This is an optimization exercise on Yosys and OpenROAD, whose aim is small area, a short achievable clock period and few clock cycles per item, not a production implementation.
In this exercise RTL edits were held to simulation tests only and were not proved equivalent to the original.

## flow/design.v (module list and top-level ports; edited modules follow where they fit)
// module cordic: 5333 lines
// module cordic_top: 49 lines
module cordic_top (
    input wire clk,
    input wire rst,
    input wire in_valid,
    output wire in_ready,
    input wire [31 : 0] x_in,
    input wire [31 : 0] y_in,
    input wire [31 : 0] z_in,
    output reg out_valid,
    output reg [31 : 0] x_out,
    output reg [31 : 0] y_out,
    output wire [31 : 0] z_out
);
  // ...
==> flow/flow/run.sh <==
#!/bin/bash
# Standard ORFS layout, with one extra step between synthesis and floorplan:
# flow/polar.py re-polarises the full-adder cells of the synthesized netlist
# (a full adder is self-dual) so that most inverters between them disappear.
set -euo pipefail
R=orfs/results/$FLOW_PLATFORM/cordic_top/base
bash standard.sh synth > make_synth.log 2>&1
cp $R/1_2_yosys.v 1_2_yosys.orig.v
python3 flow/polar.py $R/1_2_yosys.v > polar.log 2>&1
rm -f $R/1_synth.odb $R/1_synth.sdc
bash standard.sh finish "BUFFER_PORTS_ARGS=-buffer_cell sky130_fd_sc_hd__buf_2" "CTS_ARGS=-sink_clustering_enable -repair_clock_nets -root_buf sky130_fd_sc_hd__clkbuf_16 -buf_list sky130_fd_sc_hd__clkbuf_8 -sink_clustering_size 16 -sink_clustering_max_diameter 80 -dont_use_dummy_load" > make_finish.log 2>&1
==> flow/flow/cells.txt <==
a2111o_1
a2111o_2
a2111o_4
a2111oi_0
a2111oi_1
a2111oi_2
a2111oi_4
a211o_1
a211o_2
a211o_4
a211oi_1
a211oi_2
a211oi_4
a21bo_1
a21bo_2
a21bo_4
a21boi_0
a21boi_1
a21boi_2
a21boi_4
a21o_1
a21o_2
a21o_4
a21oi_1
a21oi_2
a21oi_4
a221o_1
a221o_2
a221o_4
a221oi_1
a221oi_2
a221oi_4
a222oi_1
a22o_1
a22o_2
a22o_4
a22oi_1
a22oi_2
a22oi_4
a2bb2o_1
a2bb2o_2
a2bb2o_4
a2bb2oi_1
a2bb2oi_2
a2bb2oi_4
a311o_1
a311o_2
a311o_4
a311oi_1
a311oi_2
a311oi_4
a31o_1
a31o_2
a31o_4
a31oi_1
a31oi_2
a31oi_4
a32o_1
a32o_2
a32o_4
a32oi_1
a32oi_2
a32oi_4
a41o_1
a41o_2
a41o_4
a41oi_1
a41oi_2
a41oi_4
and2_0
and2_1
and2_2
and2_4
and2b_1
and2b_2
and2b_4
and3_1
and3_2
and3_4
and3b_1
and3b_2
and3b_4
and4_1
and4_2
and4_4
and4b_1
and4b_2
and4b_4
and4bb_1
and4bb_2
and4bb_4
buf_1
buf_12
buf_16
buf_2
buf_4
buf_6
buf_8
bufbuf_16
bufbuf_8
bufinv_16
bufinv_8
clkbuf_1
clkbuf_16
clkbuf_2
clkbuf_4
clkbuf_8
clkdlybuf4s15_1
clkdlybuf4s15_2
clkdlybuf4s18_1
clkdlybuf4s18_2
clkdlybuf4s25_1
clkdlybuf4s25_2
clkdlybuf4s50_1
clkdlybuf4s50_2
clkinv_1
clkinv_16
clkinv_2
clkinv_4
clkinv_8
clkinvlp_2
clkinvlp_4
conb_1
decap_12
decap_3
decap_4
decap_6
decap_8
dfbbn_1
dfbbn_2
dfbbp_1
dfrbp_1
dfrbp_2
dfrtn_1
dfrtp_1
dfrtp_2
dfrtp_4
dfsbp_1
dfsbp_2
dfstp_1
dfstp_2
dfstp_4
dfxbp_1
dfxbp_2
dfxtp_1
dfxtp_2
dfxtp_4
diode_2
dlclkp_1
dlclkp_2
dlclkp_4
dlrbn_1
dlrbn_2
dlrbp_1
dlrbp_2
dlrtn_1
dlrtn_2
dlrtn_4
dlrtp_1
dlrtp_2
dlrtp_4
dlxbn_1
dlxbn_2
dlxbp_1
dlxtn_1
dlxtn_2
dlxtn_4
dlxtp_1
dlygate4sd1_1
dlygate4sd2_1
dlygate4sd3_1
dlymetal6s2s_1
dlymetal6s4s_1
dlymetal6s6s_1
ebufn_1
ebufn_2
ebufn_4
ebufn_8
edfxbp_1
edfxtp_1
einvn_0
einvn_1
einvn_2
einvn_4
einvn_8
einvp_1
einvp_2
einvp_4
einvp_8
fa_1
fa_2
fa_4
fah_1
fahcin_1
fahcon_1
ha_1
ha_2
ha_4
inv_1
inv_12
inv_16
inv_2
inv_4
inv_6
inv_8
lpflow_bleeder_1
lpflow_clkbufkapwr_1
lpflow_clkbufkapwr_16
lpflow_clkbufkapwr_2
lpflow_clkbufkapwr_4
lpflow_clkbufkapwr_8
lpflow_clkinvkapwr_1
lpflow_clkinvkapwr_16
lpflow_clkinvkapwr_2
lpflow_clkinvkapwr_4
lpflow_clkinvkapwr_8
lpflow_decapkapwr_12
lpflow_decapkapwr_3
lpflow_decapkapwr_4
lpflow_decapkapwr_6
lpflow_decapkapwr_8
lpflow_inputiso0n_1
lpflow_inputiso0p_1
lpflow_inputiso1n_1
lpflow_inputiso1p_1
lpflow_inputisolatch_1
lpflow_isobufsrc_1
lpflow_isobufsrc_16
lpflow_isobufsrc_2
lpflow_isobufsrc_4
lpflow_isobufsrc_8
lpflow_isobufsrckapwr_16
lpflow_lsbuf_lh_hl_isowell_tap_1
lpflow_lsbuf_lh_hl_isowell_tap_2
lpflow_lsbuf_lh_hl_isowell_tap_4
lpflow_lsbuf_lh_isowell_4
lpflow_lsbuf_lh_isowell_tap_1
lpflow_lsbuf_lh_isowell_tap_2
lpflow_lsbuf_lh_isowell_tap_4
macro_sparecell
maj3_1
maj3_2
maj3_4
mux2_1
mux2_2
mux2_4
mux2_8
mux2i_1
mux2i_2
mux2i_4
mux4_1
mux4_2
mux4_4
nand2_1
nand2_2
nand2_4
nand2_8
nand2b_1
nand2b_2
nand2b_4
nand3_1
nand3_2
nand3_4
nand3b_1
nand3b_2
nand3b_4
nand4_1
nand4_2
nand4_4
nand4b_1
nand4b_2
nand4b_4
nand4bb_1
nand4bb_2
nand4bb_4
nor2_1
nor2_2
nor2_4
nor2_8
nor2b_1
nor2b_2
nor2b_4
nor3_1
nor3_2
nor3_4
nor3b_1
nor3b_2
nor3b_4
nor4_1
nor4_2
nor4_4
nor4b_1
nor4b_2
nor4b_4
nor4bb_1
nor4bb_2
nor4bb_4
o2111a_1
o2111a_2
o2111a_4
o2111ai_1
o2111ai_2
o2111ai_4
o211a_1
o211a_2
o211a_4
o211ai_1
o211ai_2
o211ai_4
o21a_1
o21a_2
o21a_4
o21ai_0
o21ai_1
o21ai_2
o21ai_4
o21ba_1
o21ba_2
o21ba_4
o21bai_1
o21bai_2
o21bai_4
o221a_1
o221a_2
o221a_4
o221ai_1
o221ai_2
o221ai_4
o22a_1
o22a_2
o22a_4
o22ai_1
o22ai_2
o22ai_4
o2bb2a_1
o2bb2a_2
o2bb2a_4
o2bb2ai_1
o2bb2ai_2
o2bb2ai_4
o311a_1
o311a_2
o311a_4
o311ai_0
o311ai_1
o311ai_2
o311ai_4
o31a_1
o31a_2
o31a_4
o31ai_1
o31ai_2
o31ai_4
o32a_1
o32a_2
o32a_4
o32ai_1
o32ai_2
o32ai_4
o41a_1
o41a_2
o41a_4
o41ai_1
o41ai_2
o41ai_4
or2_0
or2_1
or2_2
or2_4
or2b_1
or2b_2
or2b_4
or3_1
or3_2
or3_4
or3b_1
or3b_2
or3b_4
or4_1
or4_2
or4_4
or4b_1
or4b_2
or4b_4
or4bb_1
or4bb_2
or4bb_4
probe_p_8
probec_p_8
sdfbbn_1
sdfbbn_2
sdfbbp_1
sdfrbp_1
sdfrbp_2
sdfrtn_1
sdfrtp_1
sdfrtp_2
sdfrtp_4
sdfsbp_1
sdfsbp_2
sdfstp_1
sdfstp_2
sdfstp_4
sdfxbp_1
sdfxbp_2
sdfxtp_1
sdfxtp_2
sdfxtp_4
sdlclkp_1
sdlclkp_2
sdlclkp_4
sedfxbp_1
sedfxbp_2
sedfxtp_1
sedfxtp_2
sedfxtp_4
xnor2_1
xnor2_2
xnor2_4
xnor3_1
xnor3_2
xnor3_4
xor2_1
xor2_2
xor2_4
xor3_1
xor3_2
xor3_4
==> flow/flow/polar.py <==
#!/usr/bin/env python3
"""Re-polarise the full-adder cells of a Yosys netlist to remove inverters.

A full adder is self-dual: FA(~a, ~b, ~c) = (~sum, ~cout).  Synthesis leaves
many inverters between full adders (on carries and sums).  This pass chooses,
for every full adder, whether it computes its function on true or on
complemented signals so that as few inverters as possible are needed, then
rebuilds the inverters: one per signal whose complement some pin needs.
Flip-flops and all other cells are left as they are.

usage: polar.py NETLIST.v   (rewritten in place; a summary goes to stdout)
"""
import re, sys, random

path = sys.argv[1]
src = open(path).read()

m = re.search(r'\bmodule\b.*?;', src, re.S)
body_start = m.end()
body_end = src.rindex('endmodule')
head, body, tail = src[:body_start], src[body_start:body_end], src[body_end:]

# split body into statements ending with ';'
stmts = []
i = 0
cell_re = re.compile(r'^\s*(?:\(\*.*?\*\)\s*)*([A-Za-z_][\w$]*)\s+(\\\S+|[A-Za-z_][\w$]*)\s*\((.*)\)\s*;\s*$', re.S)
pin_re = re.compile(r'\.(\w+)\s*\(\s*(.*?)\s*\)\s*(?:,|$)', re.S)
parts = re.split(r'(?<=;)', body)
cells = []   # [type, name, {pin: net}, order]
other = []
items = []
for p in parts:
    if not p.strip():
        items.append(('raw', p)); continue
    mm = cell_re.match(p)
    if mm and mm.group(1) not in ('wire', 'input', 'output', 'inout', 'assign', 'reg'):
        typ, name, conns = mm.group(1), mm.group(2), mm.group(3)
        pins = []
        for pm in re.finditer(r'\.(\w+)\s*\(((?:[^()]|\([^()]*\))*)\)', conns):
            pins.append((pm.group(1), pm.group(2).strip()))
        cells.append([typ, name, pins])
        items.append(('cell', len(cells) - 1))
    else:
        items.append(('raw', p))

def norm(n):
    return n.strip()

OUTS = {'X', 'Y', 'Q', 'Q_N', 'SUM', 'COUT', 'HI', 'LO'}
is_inv = lambda t: re.match(r'sky130_fd_sc_hd__(inv|clkinv)_\d+$', t) is not None
is_fa = lambda t: re.match(r'sky130_fd_sc_hd__fa_\d+$', t) is not None
is_x = lambda t: re.match(r'sky130_fd_sc_hd__x(n)?or[23]_\d+$', t) is not None
def swap_x(t):
    return t.replace('__xnor', '__XOR').replace('__xor', '__xnor').replace('__XOR', '__xor')

# nets used outside cells (assign statements, ports) are fixed loads
raw_text = ''.join(p for k, p in items if k == 'raw')
port_names = set(re.findall(r'\b(?:input|output|inout)\b[^;]*?(\\?\S+)\s*;', src))

driver = {}
for ci, (typ, name, pins) in enumerate(cells):
    for p, n in pins:
        if p in OUTS:
            driver[norm(n)] = (ci, p)

def used_outside(n):
    base = re.sub(r'\s*\[\d+\]$', '', n).lstrip('\\').strip()
    return base in port_names or (n in raw_text and 'assign' in raw_text)

# inverters we may remove: plain inverters whose output is not a port / assign net
removable = set()
for ci, (typ, name, pins) in enumerate(cells):
    if is_inv(typ):
        d = dict(pins)
        if not used_outside(norm(d['Y'])):
            removable.add(ci)

inv_of = {}  # output net -> input net for removable inverters
for ci in removable:
    d = dict(cells[ci][2])
    inv_of[norm(d['Y'])] = norm(d['A'])

def root(n):
    par = 0
    seen = 0
    while n in inv_of and seen < 100:
        n = inv_of[n]; par ^= 1; seen += 1
    return n, par

fa_ids = [ci for ci, c in enumerate(cells) if is_fa(c[0]) or is_x(c[0])]
fa_index = {ci: k for k, ci in enumerate(fa_ids)}
# root nets driven by an FA output
root_fa = {}
for ci in fa_ids:
    for p, n in cells[ci][2]:
        if p in ('SUM', 'COUT', 'X', 'Y'):
            root_fa[norm(n)] = fa_index[ci]

# loads: (cell index, pin position, root, parity, fa owner or None)
loads = []
for ci, (typ, name, pins) in enumerate(cells):
    if ci in removable:
        continue
    for k, (p, n) in enumerate(pins):
        if p in OUTS or p == 'CLK':
            continue
        r, par = root(norm(n))
        if par == 0 and r not in root_fa and not is_fa(typ) and not is_x(typ):
            continue  # untouched
        owner = fa_index.get(ci) if (is_fa(typ) or is_x(typ)) else None
        loads.append((ci, k, r, par, owner))

nfa = len(fa_ids)
xl = {}
for li, (ci, k, r, par, owner) in enumerate(loads):
    if is_x(cells[ci][0]):
        xl.setdefault(ci, []).append(li)
f = [0] * nfa
# per root: list of (load idx)
by_root = {}
for li, (ci, k, r, par, owner) in enumerate(loads):
    by_root.setdefault(r, []).append(li)
# per fa: roots it touches (its outputs and its input roots)
fa_roots = [set() for _ in range(nfa)]
for r, v in root_fa.items():
    fa_roots[v].add(r)
for li, (ci, k, r, par, owner) in enumerate(loads):
    if owner is not None:
        fa_roots[owner].add(r)

def mism(li):
    ci, k, r, par, owner = loads[li]
    return par ^ (f[root_fa[r]] if r in root_fa else 0)

def need(li):
    ci, k, r, par, owner = loads[li]
    if is_x(cells[ci][0]):
        return 0
    rel = par ^ (f[root_fa[r]] if r in root_fa else 0) ^ (f[owner] if owner is not None else 0)
    return rel

def root_cost(r):
    return 1 if any(need(li) for li in by_root.get(r, ())) else 0

def total():
    return sum(root_cost(r) for r in by_root)

before = len(removable)
cur = total()
improved = True
rounds = 0
random.seed(1)
order = list(range(nfa))
best_f = None; best_c = None
while rounds < 60:
    improved = False
    rounds += 1
    random.shuffle(order)
    for v in order:
        rs = fa_roots[v]
        c0 = sum(root_cost(r) for r in rs)
        f[v] ^= 1
        c1 = sum(root_cost(r) for r in rs)
        if c1 < c0:
            improved = True; cur += c1 - c0
        elif c1 == c0 and random.random() < 0.5:
            pass
        else:
            f[v] ^= 1
    if rounds % 10 == 0 or rounds == 60:
        c = total()
        if best_c is None or c < best_c:
            best_c = c; best_f = list(f)
f = best_f
after = total()

# rebuild
for ci in fa_ids:
    if is_x(cells[ci][0]):
        t = f[fa_index[ci]]
        for li in xl.get(ci, ()):
            t ^= mism(li)
        if t:
            old = cells[ci][0]
            cells[ci][0] = swap_x(old)
            if '2_' in old:
                cells[ci][2] = [({'X': 'Y', 'Y': 'X'}.get(p, p), n) for p, n in cells[ci][2]]
newinv = {}
cnt = 0
for li, (ci, k, r, par, owner) in enumerate(loads):
    rel = need(li)
    if rel:
        if r not in newinv:
            cnt += 1
            newinv[r] = '_polinv_%d_' % cnt
        net = newinv[r]
    else:
        net = r
    p, _ = cells[ci][2][k]
    cells[ci][2][k] = (p, net)

def fmt_cell(typ, name, pins):
    return '\n  %s %s (\n%s\n  );' % (typ, name, ',\n'.join('    .%s(%s)' % (p, n if not n.startswith('\\') else n + ' ') for p, n in pins))

# upsize weak drivers of high-fanout nets (the inverters removed above were
# often sized by synthesis for such nets)
import os
libcells = set(open(os.path.join(os.path.dirname(os.path.abspath(__file__)), 'cells.txt')).read().split())
DONT = ('fa_', 'ha_', 'dfxtp', 'conb', 'inv_', 'clkinv')
nfan = {}
for kind, v in items:
    if kind == 'cell' and v not in removable:
        for p, n in cells[v][2]:
            if p not in OUTS:
                nfan[n] = nfan.get(n, 0) + 1
up = 0
for kind, v in items:
    if kind != 'cell' or v in removable:
        continue
    typ = cells[v][0]
    mm = re.match(r'sky130_fd_sc_hd__(\w+)_(\d+)$', typ)
    if not mm or mm.group(1) in ('fa', 'ha', 'conb', 'inv', 'clkinv'):
        continue
    outs = [n for p, n in cells[v][2] if p in OUTS]
    if len(outs) != 1:
        continue
    k = nfan.get(outs[0], 0)
    want = 1 if k <= 4 else 2 if k <= 8 else 4 if k <= 16 else 8
    if mm.group(1).startswith("x"): want = min(want, int(os.environ.get("XMAX", "2")))
    base, size = mm.group(1), int(mm.group(2))
    if want > size:
        for sz in (want, 4, 2):
            if sz > size and '%s_%d' % (base, sz) in libcells:
                cells[v][0] = 'sky130_fd_sc_hd__%s_%d' % (base, sz); up += 1
                break
print('upsized', up)
out = [head]
for r, nn in newinv.items():
    out.append('\n  wire %s;' % nn)
for kind, v in items:
    if kind == 'raw':
        out.append(v)
    else:
        if v in removable:
            continue
        typ, name, pins = cells[v]
        out.append(fmt_cell(typ, name, pins))
fan = {}
for li in range(len(loads)):
    pass
for kind, v in items:
    if kind == 'cell' and v not in removable:
        for p, n in cells[v][2]:
            if n in newinv.values():
                fan[n] = fan.get(n, 0) + 1
def inv_size(n):
    k = fan.get(n, 1)
    return 1 if k <= 3 else 2 if k <= 6 else 4 if k <= 12 else 8
for r, nn in newinv.items():
    rr = r if not r.startswith('\\') else r + ' '
    out.append('\n  sky130_fd_sc_hd__inv_%d %s_cell (\n    .A(%s),\n    .Y(%s)\n  );' % (inv_size(nn), nn.rstrip('_'), rr, nn))
out.append('\n')
out.append(tail)
open(path, 'w').write(''.join(out))
print('full adders %d, flipped %d, inverters removed %d, added %d' % (nfa, sum(f), before, len(newinv)))
==> flow/standard.sh <==
#!/bin/bash
# synth_recipe.tcl (not shown) runs the flow's synth.tcl, then flattens the netlist and writes it again
# the make line also repeats each setting of config.mk as NAME=value (left out here)
make -C /OpenROAD-flow-scripts/flow DESIGN_CONFIG=/design/flow/config.mk WORK_HOME=/design/flow/orfs CLKGATE_MAP_FILE= SYNTH_SCRIPT=/design/flow/synth_recipe.tcl "${@:-finish}"
==> flow/config.mk <==
export PLATFORM = sky130hd
export DESIGN_NAME = cordic_top
export DESIGN_NICKNAME = cordic_top
export VERILOG_FILES = /design/flow/design.v
export SDC_FILE = /design/flow/constraint.sdc
export NUM_CORES = 4
export LEC_CHECK = 0
export CAP_MARGIN = 20
export CORE_MARGIN = 2
export CORE_UTILIZATION = 40
export SLEW_MARGIN = 20
==> flow/constraint.sdc <==
create_clock -name core_clock -period 200.0 [get_ports {clk}]
set_input_delay 40.0000 -clock core_clock [delete_from_list [all_inputs] [get_ports {clk}]]
set_output_delay 40.0000 -clock core_clock [all_outputs]
set_load 0.01 [all_outputs]
==> out/metrics.cfg, run 1 <==
[outcome]
outcome = no timing/DRC/antenna violations

[drt]
vias = 34100

[critical_path]
crit_slowest_cell = dfxtp_4
cp.depth = 1
r2r-end = cordic_inst.zr_10[21]
endpoint = z_out[17]

[final_layout]
diodes = 1
fin_util_pct = 42.8
seq_area_mm2 = 0.0166
drive_above_1_share_pct = 8.62
fin_nets = 7663

[global_route]
grt_pass1_wl_um = 226000

[floorplanning]
taps = 2526
die_w_um = 443
die_area_mm2 = 0.197

[timing]
post-route-period-util_pct = 20.6
final_hold_viol_count = 0
hold_ws_ps = 293

[min_path]
whs_endpoint = cordic_inst.d_25_p1

[placed_design]
dp.cells = 7700
io_buffers = 195

[clock_tree]
clockBufferDepth = 3

Testbench counts, summed over its fixed seeds: cycles 2,128, items 2,048.
==> inputs of run 2 (changes only) <==
--- a/flow/flow/polar.py
+++ b/flow/flow/polar.py
@@ -228,6 +228,8 @@
     want = 1 if k <= 4 else 2 if k <= 8 else 4 if k <= 16 else 8
     if mm.group(1).startswith("x"): want = min(want, int(os.environ.get("XMAX", "2")))
     base, size = mm.group(1), int(mm.group(2))
+    if base.startswith('x') and size > int(os.environ.get("XCAP", "2")) and '%s_%s' % (base, os.environ.get("XCAP", "2")) in libcells:
+        cells[v][0] = 'sky130_fd_sc_hd__%s_%s' % (base, os.environ.get("XCAP", "2")); size = int(os.environ.get("XCAP", "2"))
     if want > size:
         for sz in (want, 4, 2):
             if sz > size and '%s_%d' % (base, sz) in libcells:
==> out/metrics.cfg, run 2 <==
[outcome]
outcome = no timing/DRC/antenna violations  ; unchanged

[clock_tree]
clockBufferDepth = 3  ; unchanged
cts.sinks = 830  ; unchanged
clock_latency_ps = 700  ; about the same
cts_setup_buffers = 0  ; unchanged
cts_resized = 0  ; unchanged
cts.htree.levels = 3  ; unchanged
cts_hold_buf = 0  ; unchanged
cts_tree = done  ; unchanged
numCtsBuffers = 81  ; unchanged
root_buffer = clkbuf_16  ; unchanged
clk_pin_slew_ps = 90  ; about the same

[final_layout]
multi_input_area_mm2 = 0.0582  ; about the same
synthToLayoutAreaGrowth_pct = 6.58  ; was 6.56%
drive_above_1_share_pct = 8.67  ; was 8.62%
seq_area_mm2 = 0.0166  ; unchanged
fill_cells = 17500  ; was 17600
layout.cells.non_filler = 7790  ; was 7783
final_common_cell = fa_1  ; unchanged
fin_nets = 7666  ; was 7663
layout_common_cells = 2228 x fa_1, 821 x dfxtp_1, 633 x xnor2_1  ; unchanged

[critical_path]
cp-end-kind = output pin  ; unchanged
critPathKind = flop to output pin  ; unchanged
required_ps = 160000  ; about the same
crit_slowest_cell = dfxtp_4  ; unchanged
cp_slowest_stage_delay_ps = 440  ; was 460 ps
cp-start-kind = flop  ; unchanged
cp_num_buf_inv = 1  ; unchanged
path_max_fanout = 28  ; unchanged
path_cells = buf_2  ; unchanged
critPathArrivalTime_ps = 1250  ; was 1260 ps
crit_family = flip-flops  ; unchanged

[global_route]
grt_use_total_pct = 14.5  ; was 14.7%
grt_max_degree = 71  ; unchanged
grt_pass1_vias = 41900  ; was 42600
antenna_found_initial = 2  ; unchanged
overflow = 0  ; unchanged
grt_pass1_wl_um = 223000  ; was 226000 µm

[timing]
finalWorstSetupSlack_ps = 158750  ; was 158740 ps
post-route-period-util_pct = 20.6  ; about the same
min_period_ps = 41250  ; was 41260 ps
max_freq_ghz = 0.0242  ; about the same
slew_viol_final = 0  ; unchanged
slew-limit-headroom_pct = 25.7  ; was 29.8%
skew_ps = 72.3  ; was 97.0 ps
rsz0062_at_grt = no  ; unchanged
worstMarginPinSlew_ps = 1110  ; was 1050 ps
final_hold_viol_count = 0  ; unchanged
fin_tns_setup_ps = 0  ; unchanged
setup_viol = 0  ; unchanged

[synthesis]
syn_avg_cell_area_um2 = 15.2  ; about the same
yosys_warnings = 2  ; unchanged
syn_inst = 5067  ; unchanged
syn-num-nets = 7472  ; unchanged
netlist_area_mm2 = 0.0772  ; about the same

[floorplanning]
die_area_mm2 = 0.197  ; about the same
start_util_pct = 40.2  ; about the same
die_w_um = 443  ; about the same
die_y_um = 443  ; about the same
io-pin-count = 197  ; unchanged
core_area_mm2 = 0.192  ; unchanged
std_cell_rows = 161  ; unchanged

[drt]
wl_um = 132000  ; was 133000 µm
drtIter0Drc = 851  ; was 799
vias = 34000  ; was 34100
avgViaCountPerCell = 4.36  ; was 4.38
drc_errors = 0  ; unchanged
dr.pass1.iters = 4  ; unchanged
antenna_left = 0  ; unchanged
wl_per_cell_um = 16.9  ; was 17.1 µm

[placed_design]
gp_congestion = 0.825  ; was 0.819
dp.cells = 7703  ; was 7700
dp_hpwl_um = 119000  ; was 120000 µm
post-place-ws_ps = 159400  ; was 159390 ps
io_buffers = 195  ; unchanged

[flow_run]
maxCapViolCount = 0  ; unchanged

[min_path]
min_path_type = flop to flop  ; unchanged

run 2: final timing paths:
check	startpoint	end	slack, ps	depth (start not counted)
setup / recovery	z_o[4]	z_out[20]	158750	1
hold / removal	cordic_inst.zf_p0[0]	cordic_inst.zf_p1[0]	290	0
setup reg to reg	cordic_inst.zr_6[25]	cordic_inst.zr_10[21]	160590	100
hold reg to reg	cordic_inst.zf_p0[0]	cordic_inst.zf_p1[0]	290	0
run 2: metal layers:
| metal | routed length [µm] | GRT usage, % |
|---|---|---|
| met3 | 3710 | 2.07 |
| met5 | 27 | 0 |
| met2 | 73700 | 27.8 |
| met1 | 50800 | 16.6 |
| met4 | 3810 | 4.00 |
run 2: cell type report:
| type | instances | share of cell area (%) |
|---|---|---|
| Antenna cell | 5 | 0.0152 |
| Clock buffer | 81 | 1.48 |
| Inverter | 392 | 1.86 |
| Multi-Input combinational cell | 3689 | 70.7 |
| Sequential cell | 830 | 20.2 |
| Tap cell | 2526 | 3.84 |
| Timing Repair Buffer | 267 | 1.87 |
run 2: per-stage QoR:
step           utilization (%)  hold WS [ps]  cell area, µm²
4_1_cts                   42.8           296           82300
5_1_grt                   42.8           307           82300
3_5_place_dp              42.2           312           81000
2_1_floorplan                -           309           77200
3_3_place_gp              42.2           311           81000
6_report                  42.8           285           82300
==> inputs of run 3 (changes only) <==
--- a/flow/flow/run.sh
+++ b/flow/flow/run.sh
@@ -6,6 +6,6 @@
 R=orfs/results/$FLOW_PLATFORM/cordic_top/base
 bash standard.sh synth > make_synth.log 2>&1
 cp $R/1_2_yosys.v 1_2_yosys.orig.v
-python3 flow/polar.py $R/1_2_yosys.v > polar.log 2>&1
+XCAP=1 XMAX=1 python3 flow/polar.py $R/1_2_yosys.v > polar.log 2>&1
 rm -f $R/1_synth.odb $R/1_synth.sdc
 bash standard.sh finish "BUFFER_PORTS_ARGS=-buffer_cell sky130_fd_sc_hd__buf_2" "CTS_ARGS=-sink_clustering_enable -repair_clock_nets -root_buf sky130_fd_sc_hd__clkbuf_16 -buf_list sky130_fd_sc_hd__clkbuf_8 -sink_clustering_size 16 -sink_clustering_max_diameter 80 -dont_use_dummy_load" > make_finish.log 2>&1
--- a/flow/flow/polar.py
+++ b/flow/flow/polar.py
@@ -6,7 +6,11 @@
 for every full adder, whether it computes its function on true or on
 complemented signals so that as few inverters as possible are needed, then
 rebuilds the inverters: one per signal whose complement some pin needs.
-Flip-flops and all other cells are left as they are.
+XOR/XNOR gates are treated as polarity-free (an inverted input is absorbed
+by swapping XOR and XNOR).  Weak drivers of high-fanout nets are then upsized
+(the removed inverters were often sized by synthesis for such nets) and XOR
+gates are capped at drive strength 2.  Flip-flops keep their cell type (only
+their drive strength may grow); no register is added, removed or renamed.
 
 usage: polar.py NETLIST.v   (rewritten in place; a summary goes to stdout)
 """
==> out/metrics.cfg, run 3 <==
[floorplanning]
die_area_mm2 = 0.195  ; was 0.197 mm²
start_util_pct = 40.3  ; was 40.2%
die_y_um = 442  ; was 443 µm
io-pin-count = 197  ; unchanged
core_area_mm2 = 0.190  ; was 0.192 mm²
die_w_um = 442  ; was 443 µm
std_cell_rows = 160  ; was 161

[global_route]
antenna_found_initial = 2  ; unchanged
grt_use_total_pct = 14.6  ; was 14.5%
grt_pass1_vias = 42400  ; was 41900
overflow = 0  ; unchanged
grt_max_degree = 71  ; unchanged
grt_pass1_wl_um = 225000  ; was 223000 µm

[drt]
wl_per_cell_um = 17.0  ; was 16.9 µm
met2WireLength_um = 74000  ; was 73700 µm
drc_errors = 0  ; unchanged
antenna_left = 0  ; unchanged
avgViaCountPerCell = 4.37  ; was 4.36
drtIter0Drc = 871  ; was 851
met3WireLength_um = 3050  ; was 3710 µm
top_layer = met4  ; was met5
vias = 34000  ; about the same
wl_um = 132000  ; about the same
wl_met1_um = 51800  ; was 50800 µm
dr.pass1.iters = 4  ; unchanged

[clock_tree]
cts_tree = done  ; unchanged
cts.htree.levels = 3  ; unchanged
cts_resized = 0  ; unchanged
clk_pin_slew_ps = 100  ; was 90 ps
clock_latency_ps = 700  ; about the same
root_buffer = clkbuf_16  ; unchanged
numCtsBuffers = 80  ; was 81
cts.sinks = 830  ; unchanged
cts_setup_buffers = 0  ; unchanged
cts_hold_buf = 0  ; unchanged
clockBufferDepth = 3  ; unchanged

[synthesis]
yosys_warnings = 2  ; unchanged
syn_inst = 5067  ; unchanged
syn-num-nets = 7472  ; unchanged
syn_avg_cell_area_um2 = 15.2  ; about the same
netlist_area_mm2 = 0.0768  ; was 0.0772 mm²

[final_layout]
drive_above_1_share_pct = 8.51  ; was 8.67%
fin_nets = 7673  ; was 7666
synthToLayoutAreaGrowth_pct = 6.85  ; was 6.58%
final_common_cell = fa_1  ; unchanged
layout_common_cells = 2228 x fa_1, 821 x dfxtp_1, 643 x xnor2_1  ; was 2228 x fa_1, 821 x dfxtp_1, 633 x xnor2_1
fill_cells = 17200  ; was 17500

[timing]
hold_ws_ps = 284  ; was 285 ps
slew_viol_final = 0  ; unchanged
fin_tns_setup_ps = 0  ; unchanged
slew-limit-headroom_pct = 29.3  ; was 25.7%
post-route-period-util_pct = 20.6  ; about the same
worstMarginPinSlew_ps = 1060  ; was 1110 ps
min_period_ps = 41260  ; was 41250 ps
setup_viol = 0  ; unchanged
skew_ps = 102  ; was 72.3 ps
max_freq_ghz = 0.0242  ; about the same
final_hold_viol_count = 0  ; unchanged
rsz0062_at_grt = no  ; unchanged

[placed_design]
gp_congestion = 0.827  ; was 0.825
dp_hpwl_um = 119000  ; about the same
io_buffers = 195  ; unchanged

[outcome]
outcome = no timing/DRC/antenna violations  ; unchanged

[critical_path]
crit_slowest_cell = dfxtp_4  ; unchanged
critPathKind = flop to output pin  ; unchanged
cp_num_buf_inv = 1  ; unchanged
cp_slowest_stage_delay_ps = 450  ; was 440 ps
cp-end-kind = output pin  ; unchanged
path_max_fanout = 28  ; unchanged
crit_family = flip-flops  ; unchanged
path_cells = buf_2  ; unchanged
critPathArrivalTime_ps = 1260  ; was 1250 ps
required_ps = 160000  ; about the same
cp-start-kind = flop  ; unchanged
r2r_setup_slack_ps = 160470  ; was 160590 ps

[min_path]
min_path_type = flop to flop  ; unchanged

[flow_run]
maxCapViolCount = 0  ; unchanged

==> run 3: changes by cell type in the layout (fill, tap and decap cells not counted) <==
| cell | change |
|---|---|
| buf_4 | +7 |
| buf_6 | +1 |
| clkbuf_8 | -1 |
| diode_2 | -4 |
| xnor2_1 | +10 |
| xnor2_2 | +4 |
| xnor2_4 | -14 |
| xor2_1 | +5 |
| xor2_2 | -5 |
==> run 3: final timing paths <==
path | cells after the start | startpoint | endpoint
worst max register to register | 100 | cordic_inst.zr_6[25] | cordic_inst.zr_10[21]
worst min-delay path | 0 | cordic_inst.d_26_p0 | cordic_inst.d_26_p1
worst min register to register | 0 | cordic_inst.d_26_p0 | cordic_inst.d_26_p1
worst max-delay path | 1 | z_o[4] | z_out[29]
==> run 3: layout make-up <==
| cell class | count | area (µm²) | share of cell area (%) |
|---|---|---|---|
| diodes | 1 | 2.50 | 0.00305 |
| clock buffers | 80 | 1200 | 1.47 |
| inverters | 392 | 1530 | 1.87 |
| multi-input cells | 3689 | 57900 | 70.6 |
| flip-flops and latches | 830 | 16600 | 20.3 |
| well taps | 2511 | 3140 | 3.83 |
| repair buffers | 275 | 1600 | 1.95 |
==> run 3: metal layers <==
layer | GRT usage [%] | vias up
met5 | 0 | -
met3 | 1.75 | 150
met2 | 28.0 | 359
met4 | 3.65 | 0
li1 | - | 15200
met1 | 17.1 | 18200
==> run 3: metrics by stage <==
step | worst slack (ps) | std cells | util [%] | area, µm²
2_1_floorplan | 159370 | 5067 | - | 76800
3_3_place_gp | 159420 | 7695 | 42.4 | 80800
3_5_place_dp | 159400 | 7695 | 42.4 | 80800
4_1_cts | 158660 | 7775 | 43.1 | 82000
5_1_grt | 158640 | 7778 | 43.1 | 82000
6_report | 158740 | 7778 | 43.1 | 82000

## afterwards: timing with drivers on the ports
In the flow no input, the clock included, has a driving cell. The finished layouts below were timed again as built, in two steps. Step 1 assumes that a clkbuf_16 drives the clock port and a buf_2 every other input. Step 2 moves the port delays by t, midway between the first and last clock arrival at a register: inputs arrive t later, outputs are due t later. That takes back most of the time a late clock gives input paths. Three values: no drivers, after step 1, after step 2; two values: the first two.
| run | shift t [ns] | slack for setup (ns) | worst hold slack (ns) | worst register clock-pin slew, ns | cell pins on the clock port's net |
|---|---|---|---|---|---|
| run 1 | 0.720 | 158.743 / 158.662 / 159.381 | 0.293 / 0.293 / 0.293 | 0.11 / 0.11 | 1 |
| run 2 | 0.752 | 158.754 / 158.668 / 159.420 | 0.285 / 0.285 / 0.285 | 0.10 / 0.10 | 1 |
| run 3 | 0.728 | 158.739 / 158.659 / 159.387 | 0.284 / 0.284 / 0.284 | 0.11 / 0.11 | 1 |
After both steps setup and hold are still met in every run listed.
